This design comes from an exercise in tuning for small area on the open sky130 flow, not from production work.
Only simulation tests tie the RTL to the original design; equivalence was not proved.
No activity file was given, so power comes from the tool's default toggle rates.

==> flow/design.v, too long to show whole: its modules and the start of the top module <==
// module matrix_multiper: 2907 lines
// module c_inv: 3 lines
// module c_xor2: 3 lines
// module c_xnor2: 3 lines
// module c_nand2: 3 lines
// module c_nor2: 3 lines
// module c_and2: 3 lines
// module c_or2: 3 lines
// module c_nand2b: 3 lines
// module c_o22ai: 3 lines
// module c_maj3: 3 lines
// module fa: 4 lines
// module ha: 4 lines
module matrix_multiper #(
	parameter DSIZE	= 8,
	parameter MSIZE	= 8
)(
	input				clock,
	input [DSIZE-1:0]	iR,
	input [DSIZE-1:0]	iG,
	input [DSIZE-1:0]	iB,
	input [MSIZE-1:0]	M00,
	input [MSIZE-1:0]	M01,
	input [MSIZE-1:0]	M02,
	input [MSIZE-1:0]	M10,
	input [MSIZE-1:0]	M11,
	input [MSIZE-1:0]	M12,
	input [MSIZE-1:0]	M20,
	input [MSIZE-1:0]	M21,
	input [MSIZE-1:0]	M22,
	output[DSIZE-1:0]	Ro,
	output[DSIZE-1:0]	Go,
	output[DSIZE-1:0]	Bo
);
  // ...
==> flow/run.sh <==
#!/bin/bash
# synth_recipe.tcl (not shown) runs the flow's synth.tcl, then flattens the netlist and writes it again
# the make line also repeats each setting of config.mk as NAME=value (left out here)
make -C /OpenROAD-flow-scripts/flow DESIGN_CONFIG=/design/flow/config.mk WORK_HOME=/design/flow/orfs CLKGATE_MAP_FILE= SYNTH_SCRIPT=/design/flow/synth_recipe.tcl finish
==> flow/config.mk <==
export PLATFORM = sky130hd
export DESIGN_NAME = matrix_multiper
export DESIGN_NICKNAME = matrix_multiper
export VERILOG_FILES = /design/flow/design.v
export SDC_FILE = /design/flow/constraint.sdc
export NUM_CORES = 4
export LEC_CHECK = 0
export CAP_MARGIN = 20
export CORE_MARGIN = 2
export CORE_UTILIZATION = 40
export SLEW_MARGIN = 20
export SYNTH_HIERARCHICAL = 1
==> flow/constraint.sdc <==
create_clock -name core_clock -period 6.0 [get_ports {clock}]
set_input_delay 1.2000 -clock core_clock [delete_from_list [all_inputs] [get_ports {clock}]]
set_output_delay 1.2000 -clock core_clock [all_outputs]
set_load 0.01 [all_outputs]
==> results.yml, run 1 <==
status:
  status: "complete, no violations"
logic_synthesis:
  seq_area_frac_synth: 0.175
  syn-num-nets: 1774
  synth-compound-area-share: 0.102
  synth_most_common_cell: "xor2_1"
  netlist_area_sq_um: 15500
floorplanning:
  row_count: 72
  io_pins: 121
  die_w_microns: 201
place:
  io_buffers: 120
global_route:
  top_usage_layer: "met2"
  use_met1: 0.338
  antenna_found_initial: 1
finish:
  layout_commonest_cell: "xor2_1"
  multiInputGateArea_sq_um: 12500
  fin_cells: 2132
  fillers: 3505
  areaGrowthSynthToFinish_pct: 22.2
  nClkBuffers: 19
sta:
  tightestPinTransition_ps: 781
power:
  cellPowerDensity_nw_per_um2: 525
worst_setup_path:
  cp_common_cell: "fa_1"
  crit_buf_inv: 1
  critPathLaunch: "M12[1]"
  endpoint_kind: "flop"
  r2r-start: "p_c1389"
route:
  wl_met3_microns: 4550
  post_drt_wl_per_cell_microns: 22.5
  top_layer_used: "met5"
clock_tree:
  postCtsHoldBufs: 0
  cts_resized: 0
  clockBufferDepth: 2
==> run 2: changes to the inputs <==
==> flow/flow/run.sh (new file) <==
#!/bin/bash
# The standard layout, except that the port buffers are the smallest buffer
# (buf_1) instead of the delay buffer buffer_ports picks by default.
set -euo pipefail
export BUFFER_PORTS_ARGS="-buffer_cell sky130_fd_sc_hd__buf_1"
bash standard.sh finish > flow_make.log 2>&1
==> flow/standard.sh (new file) <==
#!/bin/bash
# synth_recipe.tcl (not shown) runs the flow's synth.tcl, then flattens the netlist and writes it again
# the make line also repeats each setting of config.mk as NAME=value (left out here)
make -C /OpenROAD-flow-scripts/flow DESIGN_CONFIG=/design/flow/config.mk WORK_HOME=/design/flow/orfs CLKGATE_MAP_FILE= SYNTH_SCRIPT=/design/flow/synth_recipe.tcl "${@:-finish}"
--- a/flow/config.mk
+++ b/flow/config.mk
@@ -8,5 +8,6 @@
 export CAP_MARGIN = 20
 export CORE_MARGIN = 2
 export CORE_UTILIZATION = 40
+export GPL_TIMING_DRIVEN = 0
 export SLEW_MARGIN = 20
 export SYNTH_HIERARCHICAL = 1
removed: flow/run.sh
==> results.yml, run 2 <==
sta:
  fin_crit_ps: 5610
  tightestPinTransition_ps: 1240
  rsz0062_at_grt: "no"
  maxSlewHeadroom: 0.174
  final_hold_viol_count: 0
  period_share: 0.935
  final-max-slew-violation-count: 0
  fin_tns_setup_ps: 0
  fin_skew_ps: 9.38
  timing.fmax_mhz: 178
  setup_viol: 0
route:
  post_drt_wl_per_cell_microns: 22.9
  ant_nets: 0
  vias: 11600
  drc_errors: 0
  routed_wl_microns: 46200
  dr.pass1.iters: 6
  routed_via_density: 5.74
  drtIter0Drc: 1315
worst_setup_path:
  crit_path_max_fanout: 24
  cpPeakStageDelay_ps: 820
  crit_slowest_cell: "clkinv_1"
  cp_num_cells: 12
  endpoint: "p_c1392"
  worstSetupStartpointType: "primary input"
  critPathLaunch: "iB[1]"
  path_cells: "buf_1 -> clkinv_1 -> o22ai_1 -> xor2_1 -> fa_1 -> fa_1 -> fa_1 -> fa_1 -> fa_1 -> fa_1 -> fa_1 -> and2_1"
  r2r-start: "p_c1389"
  worstPathArrival_ps: 5930
  r2r_slack_ps: 1320
  endpoint_kind: "flop"
  critPathRequiredTime_ps: 6320
  r2r_end: "q2[6]"
  critical_path_class: "in2reg"
  cp_common_cell: "fa_1"
  path_delay_family: "adder cells"
  crit_buf_inv: 2
  worst-r2r-cell-count: 11
finish:
  final_cell_mix: "xor2_1, fa_1, o22ai_1, dfxtp_1, buf_1"
  utilization: 0.455
  top_regs: "q2 x24, q3 x24, q4 x24"
  layout.nets: 1922
  areaGrowthSynthToFinish_pct: 12.9
  drive_gt1_frac: 0.0534
  layout_commonest_cell: "xor2_1"
floorplanning:
  die_w_microns: 201
  initial_utilization: 0.402
  row_count: 72
  fp.dieArea_sq_um: 40300
  io_pins: 121
  core_area_sq_um: 38500
  fp.dieH_microns: 201
clock_tree:
  numCtsBuffers: 17
  cts_tree: "built"
  cts_setup_buffers: 0
  postCtsHoldBufs: 0
  clk_latency_ps: 440
  cts_root_buffer: "clkbuf_16"
  numClockSinks: 135
  cts-htree-levels: 4
  clockBufferDepth: 2
  clkTransAtPathRegs_ps: 60
  cts_resized: 0
logic_synthesis:
  synthDistinctLibCells: 12
  synth_area_leaders: "fa_1, xor2_1, dfxtp_1"
  synth_most_common_cell: "xor2_1"
  yosysTopAreaCell: "fa_1"
  syn_inst: 1338
  synth-edff-count: 0
  ys.flop_type: "dfxtp_1"
  synth_commonest_cells: "xor2_1, fa_1, o22ai_1"
  syn-num-nets: 1774
  seq_area_frac_synth: 0.175
  yosys_warnings: 7
  avgSynthCellArea_sq_um: 11.6
  netlist_area_sq_um: 15500
  ys_ff_latch: 135
  synth_top_area_frac: 0.438
  synthArstFlopShare: 0
global_route:
  grt_max_degree: 25
  grt_pass1_vias: 12600
  antenna_found_initial: 0
  grt_first_pass_wirelength_microns: 71700
  grt_overflow_total: 0
  grt_usage: 0.236
place:
  dp_hpwl_microns: 33300
  gp_congestion: 0.874
  io_buffers: 120
worst_hold_path:
  hold_path.class: "reg2reg"
power:
  cellPowerDensity_nw_per_um2: 548
  p_leak_nw: 6.96
  ir_worst_vdd_v: 0.000468
status:
  status: "complete, no violations"
flow_run:
  cap_violations: 0
## run 2: cell counts after synthesis
Identical to the previous run, type by type.
## run 2: report_power, final
part           switching [mW]  internal (mW)  total, mW  leakage, nW
Clock                   0.385          0.604      0.989        0.260
Combinational            3.71           3.16       6.87         5.56
Sequential              0.162           1.56       1.72         1.14
Total                    4.26           5.32       9.58         6.96
## run 2: stage by stage
stage	instances	instance area, sq um	total power [mW]	setup slack (ps)	hold slack [ps]
floorplan	1338	15500	6.63	614	310
global placement	1976	16600	8.46	-818	312
detailed placement	1982	16900	8.75	-372	312
CTS	2012	17400	9.79	162	323
global route	2015	17500	10.9	191	326
finish	2016	17500	9.58	391	322
## run 2: cell type report
type                    instances  area [sq um]
repair buffers                129           604
fillers                      3658         21000
clock inverters                 8           103
multi-input cells            1131         12700
clock buffers                  22           444
flip-flops and latches        135          2700
well taps                     518           648
diodes                          1          2.50
inverters                      72           270
## run 2: cell families after synthesis
logic type | count (synthesis) | share of synthesized area
adder cells (fa/ha/maj) | 342 | 0.441
AND/OR/NAND/NOR | 138 | 0.0398
XOR/XNOR | 399 | 0.226
flip-flops | 135 | 0.175
buffers and inverters | 72 | 0.0175
AO/OA/AOI/OAI | 252 | 0.102
## run 2: worst min-delay path by stage
stage	from	endpoint	slack, ps	depth (start not counted)
after floorplan	q2[0]	q3[0]	310	0
after global placement	q3[11]	q4[11]	310	0
after detailed placement	q2[23]	q3[23]	310	0
after CTS	q2[13]	q3[13]	320	0
after global routing	q2[13]	q3[13]	330	0
final	q2[13]	q3[13]	320	0
## run 2: worst reg2reg max path, delay by kind of cell, from the launching register on
kind	cells	cell delay (ps)
adder cells (fa/ha/maj)	10	4110
flip-flops	1	310
AND/OR/NAND/NOR	1	150
## run 2: modules after synthesis (local to each module, per instance)
| module | times used | area (sq um) | cells |
|---|---|---|---|
| c_maj3 | 3 | 11.3 | 1 |
| fa | 339 | 20.0 | 1 |
| c_nand2 | 27 | 3.75 | 1 |
| c_o22ai | 252 | 6.26 | 1 |
| matrix_multiper | 1 | 2700 | 135 |
| c_or2 | 3 | 6.26 | 1 |
| c_xor2 | 369 | 8.76 | 1 |
| c_and2 | 27 | 6.26 | 1 |
| c_nand2b | 9 | 6.26 | 1 |
| c_inv | 72 | 3.75 | 1 |
| c_nor2 | 72 | 3.75 | 1 |
| c_xnor2 | 30 | 8.76 | 1 |
## run 2: metal layers
layer / track usage / wire [microns] / up-vias
met5: 0 / 0 / -
met4: 0.113 / 2010 / 0
met3: 0.0469 / 4240 / 141
met2: 0.380 / 22100 / 747
met1: 0.306 / 17800 / 5921
li1: - / - / 4758
==> run 3: changes to the inputs <==
==> flow/flow/run.sh (replaced) <==
#!/bin/bash
# The standard layout with two changes that only shrink cells:
#  - port buffers are the smallest buffer (buf_1) instead of the delay buffer
#    buffer_ports picks by default;
#  - clock tree synthesis uses smaller clock buffers and no dummy loads.
set -euo pipefail
export BUFFER_PORTS_ARGS="-buffer_cell sky130_fd_sc_hd__buf_1"
export CTS_ARGS="-sink_clustering_enable -repair_clock_nets -dont_use_dummy_load -buf_list {sky130_fd_sc_hd__clkbuf_4 sky130_fd_sc_hd__clkbuf_8} -root_buf sky130_fd_sc_hd__clkbuf_8"
bash standard.sh finish > flow_make.log 2>&1
==> results.yml, run 3 <==
worst_setup_path:
  r2r-start: "p_c1389"
  crit_buf_inv: 1
  critical_path_class: "in2reg"
  r2r_end: "q2[6]"
  cpPeakStageDelay_ps: 840
  worstSetupStartpointType: "primary input"
  crit_slowest_cell: "xnor2_1"
  crit_path_max_fanout: 9
  worstPathArrival_ps: 5970
  path_cells: "buf_1 -> xnor2_1 -> nand2_1 -> o22ai_1 -> xor2_1 -> fa_1 -> fa_1 -> fa_1 -> fa_1 -> fa_1 -> fa_1 -> and2_1"
  cp_common_cell: "fa_1"
  endpoint_kind: "flop"
  r2r_slack_ps: 1340
  worst-r2r-cell-count: 11
  critPathRequiredTime_ps: 6340
  path_delay_family: "adder cells"
clock_tree:
  cts_setup_buffers: 0
  clkTransAtPathRegs_ps: 60
  cts_tree: "built"
  clk_latency_ps: 480
  cts_root_buffer: "clkbuf_8"
  cts-htree-levels: 4
  cts_resized: 0
  numClockSinks: 135
  postCtsHoldBufs: 0
  numCtsBuffers: 17
  clockBufferDepth: 2
worst_hold_path:
  hp-start: "q2[21]"
  hold_end: "q3[21]"
  hold_depth: 0
  hold_path.class: "reg2reg"
global_route:
  grt_pass1_vias: 12500
  grt_overflow_total: 0
  grt_max_degree: 25
  grt_first_pass_wirelength_microns: 71300
  antenna_found_initial: 1
  grt_usage: 0.234
finish:
  antenna_cells: 0
  top_regs: "q2 x24, q3 x24, q4 x24"
  layout_commonest_cell: "xor2_1"
  areaGrowthSynthToFinish_pct: 10.9
  drive_gt1_frac: 0.0485
  layout.nets: 1922
  final_cell_mix: "xor2_1, fa_1, o22ai_1, dfxtp_1, buf_1"
  fin_cells: 2002
  stdcell_area_sq_um: 17200
floorplanning:
  fp.dieArea_sq_um: 40300
  die_w_microns: 201
  io_pins: 121
  fp.dieH_microns: 201
  core_area_sq_um: 38500
  row_count: 72
  initial_utilization: 0.402
route:
  post_drt_wl_per_cell_microns: 22.9
  dr.pass1.iters: 5
  drc_errors: 0
  vias: 11500
  drtIter0Drc: 1180
  routed_via_density: 5.74
  routed_wl_microns: 45800
  ant_nets: 0
logic_synthesis:
  synth_most_common_cell: "xor2_1"
  synth-edff-count: 0
  yosysTopAreaCell: "fa_1"
  syn-num-nets: 1774
  synthDistinctLibCells: 12
  ys.flop_type: "dfxtp_1"
  syn_inst: 1338
  synth_area_leaders: "fa_1, xor2_1, dfxtp_1"
  netlist_area_sq_um: 15500
  seq_area_frac_synth: 0.175
  synth_commonest_cells: "xor2_1, fa_1, o22ai_1"
  avgSynthCellArea_sq_um: 11.6
  synth_top_area_frac: 0.438
  synthArstFlopShare: 0
  yosys_warnings: 7
  ys_ff_latch: 135
sta:
  final-max-slew-violation-count: 0
  hold_ws_ps: 313
  rsz0062_at_grt: "no"
  setup_ws_ps: 370
  setup_viol: 0
  fin_crit_ps: 5630
  maxSlewHeadroom: 0.198
  final_hold_viol_count: 0
  fin_skew_ps: 25.4
  timing.fmax_mhz: 178
  tightestPinTransition_ps: 1200
  period_share: 0.938
power:
  cellPowerDensity_nw_per_um2: 532
  power_mw: 9.14
  ir_worst_vdd_v: 0.000460
  p_leak_nw: 6.81
place:
  io_buffers: 120
  dp_hpwl_microns: 33300
  placed_cell_area_sq_um: 16900
  dpl_worst_slack_ps: -372
  placed_cells: 1982
  gp_congestion: 0.874
status:
  status: "complete, no violations"
flow_run:
  cap_violations: 0
-- run 3: cell counts after synthesis --
Identical to the previous run, type by type.
-- run 3: through the flow --
step | utilization | setup TNS, ps
after detailed placement | 0.438 | -593
after floorplan | - | 0
final | 0.446 | 0
after CTS | 0.445 | 0
after global placement | 0.431 | -8030
after global routing | 0.446 | 0
-- run 3: cell type report --
cell class	count	area, sq um
Multi-Input combinational cell	1131	12700
Sequential cell	135	2700
Tap cell	518	648
Timing Repair Buffer	129	604
Clock buffer	17	234
Fill cell	3690	21300
Inverter	72	270
-- run 3: how the worst max path moves through the flow --
stage / start / endpoint / slack [ps] / depth (start not counted)
after floorplan: M10[7] / p_c1153 / 610 / 10
after global placement: M20[7] / p_c1392 / -820 / 11
after detailed placement: M10[7] / p_c1153 / -370 / 11
after CTS: M10[7] / p_c1153 / 200 / 11
after global routing: iB[1] / p_c1153 / 240 / 12
final: M20[1] / p_c1392 / 370 / 12
-- run 3: kinds of logic after synthesis --
logic type | Yosys count | share of synthesized area
compound gates | 252 | 0.102
simple gates | 138 | 0.0398
fa+ha+maj | 342 | 0.441
xor+xnor | 399 | 0.226
buf+inv | 72 | 0.0175
flops | 135 | 0.175
-- run 3: worst reg2reg max path, stage by stage (launching register included) --
cell	delay, ps
dfxtp_1	310
fa_1	450
fa_1	430
and2_1	150
maj3_2	320
fa_1	390
fa_1	460
fa_1	420
fa_1	410
fa_1	420
fa_1	390
fa_1	420
-- run 3: where the power goes --
| part | switching, mW | leakage (nW) | internal [mW] |
|---|---|---|---|
| logic | 3.71 | 5.55 | 3.16 |
| registers | 0.162 | 1.14 | 1.56 |
| clock network | 0.298 | 0.122 | 0.248 |
-- run 3: per-module statistics from Yosys (local to each module, per instance), a selection --
module / flops+latches / cells
c_nor2: 0 / 1
c_maj3: 0 / 1
c_xor2: 0 / 1
c_nand2: 0 / 1
c_nand2b: 0 / 1
c_inv: 0 / 1
fa: 0 / 1
matrix_multiper: 135 / 135
c_o22ai: 0 / 1
c_xnor2: 0 / 1
c_or2: 0 / 1
-- run 3: per-layer routing --
metal,part of all wire,GRT usage,routed length [microns]
met1,0.39,0.304,17900
met2,0.48,0.381,22100
met3,0.088,0.0482,4040
met4,0.038,0.102,1760
met5,0.00026,0,12

-- re-timing with driven ports --
The flow's constraints put no driver on any port. The routed layouts listed below were extracted and timed again, unchanged, in two steps. Step 1 (the two cells are an assumption about what drives the block):
set clk [get_ports {clock}]
set_driving_cell -lib_cell sky130_fd_sc_hd__clkbuf_16 $clk
set_driving_cell -lib_cell sky130_fd_sc_hd__buf_2 [delete_from_list [all_inputs] $clk]
Step 2 moves the port delays by t, midway between the first and last clock arrival at a register: inputs arrive t later, outputs are due t later. That takes back most of the time a late clock gives input paths. Three values: ideal, step 1, step 2; two values: the first two.
run	t, ns	setup slack, ns	hold WS [ns]	latest minus earliest clock arrival (ns)	slew at the worst register clock pin (ns)
run 1	0.491	0.682 / 0.704 / 0.213	0.323 / 0.323 / 0.323	0.015 / 0.014	0.07 / 0.07
run 2	0.493	0.391 / 0.402 / -0.092	0.322 / 0.322 / 0.322	0.011 / 0.011	0.06 / 0.06
run 3	0.513	0.370 / 0.394 / -0.119	0.313 / 0.313 / 0.313	0.029 / 0.030	0.08 / 0.08
Met with ideal ports but missed after step 2: setup timing in run 2 and run 3. The setup slack of run 3, which loses most, moves by +0.024 ns with the drivers and by -0.489 ns with both steps.
